This is an optimization exercise on Yosys and OpenROAD, whose aim is small area, not a production implementation. In this exercise RTL edits were held to simulation tests only and were not proved equivalent to the original. Power is estimated from default activity; no workload was simulated.

==> wip/raven <==
==> flow/design.v <==
module mtm_Alu (
    input  wire clk,    
    input  wire rst_n,  
    input  wire sin,    
    output wire sout    
);
reg  [3:0]  bc;
reg  [3:0]  pc;
reg  [3:0]  lf;       
reg  [3:0]  M;
reg  [31:0] X;
reg  [31:0] H;        
wire busy  = pc[3] & pc[2];
wire pc8   = pc[3] & !pc[2];
wire bc10  = (bc == 4'd10);
wire ferr  = !busy && ((bc == 4'd1 && (pc8 ? !sin : sin)) || (bc10 && !sin));
wire pay   = !busy && bc >= 4'd2 && bc <= 4'd9;
reg         c8;
wire        arith = M[2];
wire        sub   = M[0];
wire [1:0]  ck    = {bc[3], bc[0]};                  
wire        ldc   = pay && pc8 && bc >= 4'd6;
wire [7:0]  xa    = X[7:0];
wire [7:0]  ha    = H[7:0];
wire [7:0]  yb    = ha ^ {8{sub}};
wire [8:0]  cc;
wire [7:0]  sum;
assign cc[0] = (ck == 2'd0) ? sub : c8;
genvar gi;
generate for (gi = 0; gi < 8; gi = gi + 1) begin : rca
    assign sum[gi]  = xa[gi] ^ yb[gi] ^ cc[gi];
    assign cc[gi+1] = (xa[gi] & yb[gi]) | (xa[gi] & cc[gi]) | (yb[gi] & cc[gi]);
end endgenerate
wire [7:0]  R     = arith ? sum : (sub ? (xa | ha) : (xa & ha));
reg  [2:0] spc;
reg  [3:0] sbc;
reg  [2:0] oc;        
wire spc4  = spc[2];
wire sidle = spc4 && bc10s;
wire bc10s = (sbc == 4'd10);
wire spay  = sbc >= 4'd2 && sbc <= 4'd9;
wire sdata = !spc4 && spay;
wire [1:0] cd = busy ? pc[1:0] : 2'd0;                
wire go    = spc4 && (bc10s || sbc == 4'd9) &&
             (cd[1] || (cd[0] && (!M[3] || M == 4'b1010 || M == 4'b1100)));
wire cy    = c8 ^ sub;
reg  obit;
always @* begin
    if (sbc == 4'd0) obit = 1'b0;
    else if (sbc == 4'd1) obit = spc4;
    else if (!spay) obit = 1'b1;
    else if (!spc4) obit = H[31];
    else if (sbc <= 4'd6) obit = M[3];
    else obit = oc[2];
end
assign sout = obit;
always @(posedge clk) begin
    if (!rst_n) begin
        bc <= 4'd0; pc <= 4'd0;
        spc <= 3'd4; sbc <= 4'd10;
    end else begin
        if (bc != 4'd0 || !sin) begin
            if (ferr) begin
                bc <= 4'd1; pc <= 4'd14;
            end else if (bc10) begin
                bc <= 4'd0;
                if (busy) pc <= 4'd0;
                else if (!pc8) pc <= pc + 4'd1;
                else if (lf == {{3{!M[3]}}, 1'b0}) begin pc <= 4'd13; bc <= 4'd9; end
                else begin pc <= 4'd15; bc <= 4'd1; end
            end else bc <= bc + 4'd1;
        end
        if (go) begin
            sbc <= 4'd14;
            spc <= (cd[1] || M[3] || M[1]) ? 3'd4 : 3'd0;
        end else if (!sidle) begin
            if (bc10s) begin
                sbc <= 4'd0;
                spc <= spc + 3'd1;
            end else sbc <= sbc + 4'd1;
        end
    end
end
wire        xsh = !ldc && pay && pc[3:2] == 2'b00;
wire        xkp = !ldc && !xsh;
wire [23:0] Xl  = ({24{ldc}} & X[31:8]) | ({24{xsh}} & {X[22:0], sin}) | ({24{xkp}} & X[23:0]);
wire        hsh = !ldc && ((pay && pc[3:2] == 2'b01) || sdata);
wire        hkp = !ldc && !hsh;
wire [31:0] Hn  = ({32{ldc}} & {R, H[31:8]}) | ({32{hsh}} & {H[30:0], sin}) | ({32{hkp}} & H);
reg  [3:0] Mg;        
reg        zg;
reg  [2:0] ocg;
always @* begin
    if (cd[1]) begin                                       
        Mg = cd[0] ? 4'b1010 : 4'b1100;
        zg = !cd[0];
        ocg = cd[0] ? 3'b111 : 3'b101;
    end else if (M[3]) begin                               
        Mg = M;
        zg = M[2];
        ocg = M[2] ? 3'b101 : 3'b111;
    end else if (M[1]) begin                               
        Mg = 4'b1001;
        zg = 1'b0;
        ocg = 3'b110;
    end else begin                                         
        Mg = {1'b0, arith && cy, arith && !cy && H[31], arith};
        zg = arith && (sub ? cy : H[31]);
        ocg = {H[31], 2'b00};
    end
end
wire       mrx  = !go && pay && pc8;
wire       mef  = mrx && !(!bc[3] && !(bc[2] && bc[1])) && M[3] &&
                  (sin != (bc == 4'd6 ? M[2] : bc == 4'd7 ? M[1] : bc == 4'd9));
wire       msh  = !go && ((mrx && bc <= 4'd5) || (!(pay && pc8) && spc4 && spay));
wire       mza  = !go && !(pay && pc8) && !(spc4 && spay) && sdata;
wire       mkp  = !go && !msh && !mza;
wire [3:0] Mn   = ({4{go}} & Mg) | ({4{msh}} & {M[2:0], mrx ? sin : c8}) | {3'b000, mef} |
                  ({4{mza}} & {M[3:1], M[0] && !H[31]}) | ({4{mkp}} & M);
wire       c8k  = !go && !ldc;
wire       c8n  = (go && zg) || (ldc && cc[8]) || (c8k && c8);
wire       ocs  = !go && spay;
wire [2:0] ocn  = ({3{go}} & ocg) | ({3{ocs}} & ({oc[1:0], 1'b0} ^ ((oc[2] ^ obit) ? 3'b011 : 3'b000))) |
                  ({3{!go && !ocs}} & oc);
always @(posedge clk) begin
    if (pc == 4'd0 && bc < 4'd9)
        lf <= 4'd0;
    else if (pay) begin
        lf <= {lf[2:0], 1'b0} ^ (lf[3] ? 4'b0011 : 4'b0000) ^
              (sin ? ((pc == 4'd4 && bc <= 4'd8) ? 4'b1111 : 4'b0011) : 4'b0000);
    end
    M <= Mn;
    c8 <= c8n;
    oc <= ocn;
    X[23:0] <= Xl;
    if (xsh) X[31:24] <= X[30:23];
    H <= Hn;
end
endmodule
==> flow/flow/run.sh <==
#!/bin/bash
# The standard layout (standard.sh), with these changes:
#  - clock tree synthesis adds no dummy loads;
#  - the ports are buffered with buf_1.
set -euo pipefail
cd "$(dirname "$0")/.."
rm -rf scripts_area
cp -r "$FLOW_HOME/scripts" scripts_area
cp flow/abc_area.script scripts_area/abc_area.script
export SCRIPTS_DIR="$PWD/scripts_area"
export CTS_ARGS="-sink_clustering_enable -repair_clock_nets -buf_list sky130_fd_sc_hd__clkbuf_8 -dont_use_dummy_load"
export BUFFER_PORTS_ARGS="-buffer_cell sky130_fd_sc_hd__buf_1"
bash standard.sh > standard_flow.log 2>&1
==> flow/flow/abc_area.script <==
strash
&get -n
&deepsyn -J 500
&put
dch -f
amap -F 6 -A 16
==> flow/standard.sh <==
#!/bin/bash
# synth_recipe.tcl (not shown) runs the flow's synth.tcl, then flattens the netlist and writes it again
# the make line also repeats each setting of config.mk as NAME=value (left out here)
make -C /OpenROAD-flow-scripts/flow DESIGN_CONFIG=/design/flow/config.mk WORK_HOME=/design/flow/orfs CLKGATE_MAP_FILE= SYNTH_SCRIPT=/design/flow/synth_recipe.tcl "${@:-finish}"
==> flow/config.mk <==
export PLATFORM = sky130hd
export DESIGN_NAME = mtm_Alu
export DESIGN_NICKNAME = mtm_Alu
export VERILOG_FILES = /design/flow/design.v
export SDC_FILE = /design/flow/constraint.sdc
export NUM_CORES = 4
export LEC_CHECK = 0
export ABC_AREA = 1
export CAP_MARGIN = 20
export CORE_MARGIN = 2
export CORE_UTILIZATION = 40
export CTS_BUF_LIST = sky130_fd_sc_hd__clkbuf_8
export GPL_ROUTABILITY_DRIVEN = 0
export GPL_TIMING_DRIVEN = 0
export SLEW_MARGIN = 20
==> flow/constraint.sdc <==
create_clock -name core_clock -period 8.0 [get_ports {clk}]
set_input_delay 1.6000 -clock core_clock [delete_from_list [all_inputs] [get_ports {clk}]]
set_output_delay 1.6000 -clock core_clock [all_outputs]
set_load 0.01 [all_outputs]
==> inputs of wip/fjord, as changes to wip/raven <==
--- a/flow/design.v
+++ b/flow/design.v
@@ -22,3 +22,11 @@
 wire        ldc   = pay && pc8 && bc >= 4'd6;
-wire [7:0]  xa    = X[7:0];
+reg  [7:0]  xa;
+always @* begin
+    case (ck)
+        2'd0: xa = X[7:0];
+        2'd1: xa = X[15:8];
+        2'd2: xa = X[23:16];
+        default: xa = X[31:24];
+    endcase
+end
 wire [7:0]  ha    = H[7:0];
@@ -37,2 +45,3 @@
 reg  [2:0] oc;        
+reg        z;        
 wire spc4  = spc[2];
@@ -83,5 +92,2 @@
 end
-wire        xsh = !ldc && pay && pc[3:2] == 2'b00;
-wire        xkp = !ldc && !xsh;
-wire [23:0] Xl  = ({24{ldc}} & X[31:8]) | ({24{xsh}} & {X[22:0], sin}) | ({24{xkp}} & X[23:0]);
 wire        hsh = !ldc && ((pay && pc[3:2] == 2'b01) || sdata);
@@ -116,7 +122,6 @@
 wire       mza  = !go && !(pay && pc8) && !(spc4 && spay) && sdata;
-wire       mkp  = !go && !msh && !mza;
-wire [3:0] Mn   = ({4{go}} & Mg) | ({4{msh}} & {M[2:0], mrx ? sin : c8}) | {3'b000, mef} |
+wire       mkp  = !go && !msh && !mef && !mza;
+wire [3:0] Mn   = ({4{go}} & Mg) | ({4{msh}} & {M[2:0], mrx ? sin : z}) | {mef, 3'b000} |
                   ({4{mza}} & {M[3:1], M[0] && !H[31]}) | ({4{mkp}} & M);
-wire       c8k  = !go && !ldc;
-wire       c8n  = (go && zg) || (ldc && cc[8]) || (c8k && c8);
+wire       zn   = go ? zg : z;
 wire       ocs  = !go && spay;
@@ -132,6 +137,6 @@
     M <= Mn;
-    c8 <= c8n;
+    z <= zn;
     oc <= ocn;
-    X[23:0] <= Xl;
-    if (xsh) X[31:24] <= X[30:23];
+    if (pay && pc[3:2] == 2'b00) X <= {X[30:0], sin};
+    if (ldc) c8 <= cc[8];
     H <= Hn;
==> flow/flow/abc_area.script (replaced) <==
strash
&get -n
&deepsyn -T 30
&put
dch -f
amap
--- a/flow/config.mk
+++ b/flow/config.mk
@@ -10,6 +10,4 @@
 export CORE_MARGIN = 2
-export CORE_UTILIZATION = 40
+export CORE_UTILIZATION = 65
 export CTS_BUF_LIST = sky130_fd_sc_hd__clkbuf_8
-export GPL_ROUTABILITY_DRIVEN = 0
-export GPL_TIMING_DRIVEN = 0
 export SLEW_MARGIN = 20
==> summary.txt <==
metric                                                               wip/raven                wip/fjord
Wire length the detailed router placed on met1                    4441 microns             4181 microns
Synth Area in Simple Gates                                             0.07498                   0.1147
Global-route wire length before repair                          15,570 microns           15,480 microns
Largest vdd supply drop                                            0.0001538 V              0.0001712 V
Placed Cells incl. Taps                                                    571                      511
Total via count after detailed routing                                   3,412                    3,420
Logic depth of the worst setup path including buffers                       13                       15
Y dimension of the die                                           103.4 microns            83.56 microns
Status                                                 complete, no violations  complete, no violations
Post-synthesis cell count                                                  432                      430
Relative slew slack                                                     0.4059                   0.5016
Top cell type's share of synthesized area                               0.4201                   0.2822
Share of power burned in registers                                       0.505                    0.518
Core outline area                                               0.009684 sq mm           0.006026 sq mm
Count of cell types in the netlist                                          30                       33
Sequential-to-total area share from yosys stat                          0.4809                   0.5304
Post-route non-filler standard cell count                                  580                      520
Inverters                                                                  100                       69

==> afterwards: timing with drivers on the ports <==
How much do the figures lean on ideal ports? The routed layouts below were timed once more, with nothing changed but the port constraints.
Step 1 (the two cells are an assumption about what drives the block):
set clk [get_ports {clk}]
set_driving_cell -lib_cell sky130_fd_sc_hd__clkbuf_16 $clk
set_driving_cell -lib_cell sky130_fd_sc_hd__buf_2 [delete_from_list [all_inputs] $clk]
Step 2 times the ports against the registers' clock, not the clock port: input delays grow and output delays shrink by t, the midpoint of the rising clock arrivals with the driver on.
Three values: ideal, step 1, step 2; two values: the first two.
run | t, ns | slack for setup (ns) | worst setup path at the end
wip/raven | 0.378 | 2.529 / 2.529 / 2.529 | register to register
wip/fjord | 0.386 | 2.879 / 2.879 / 2.879 | register to register
After both steps setup and hold are still met in every run listed.
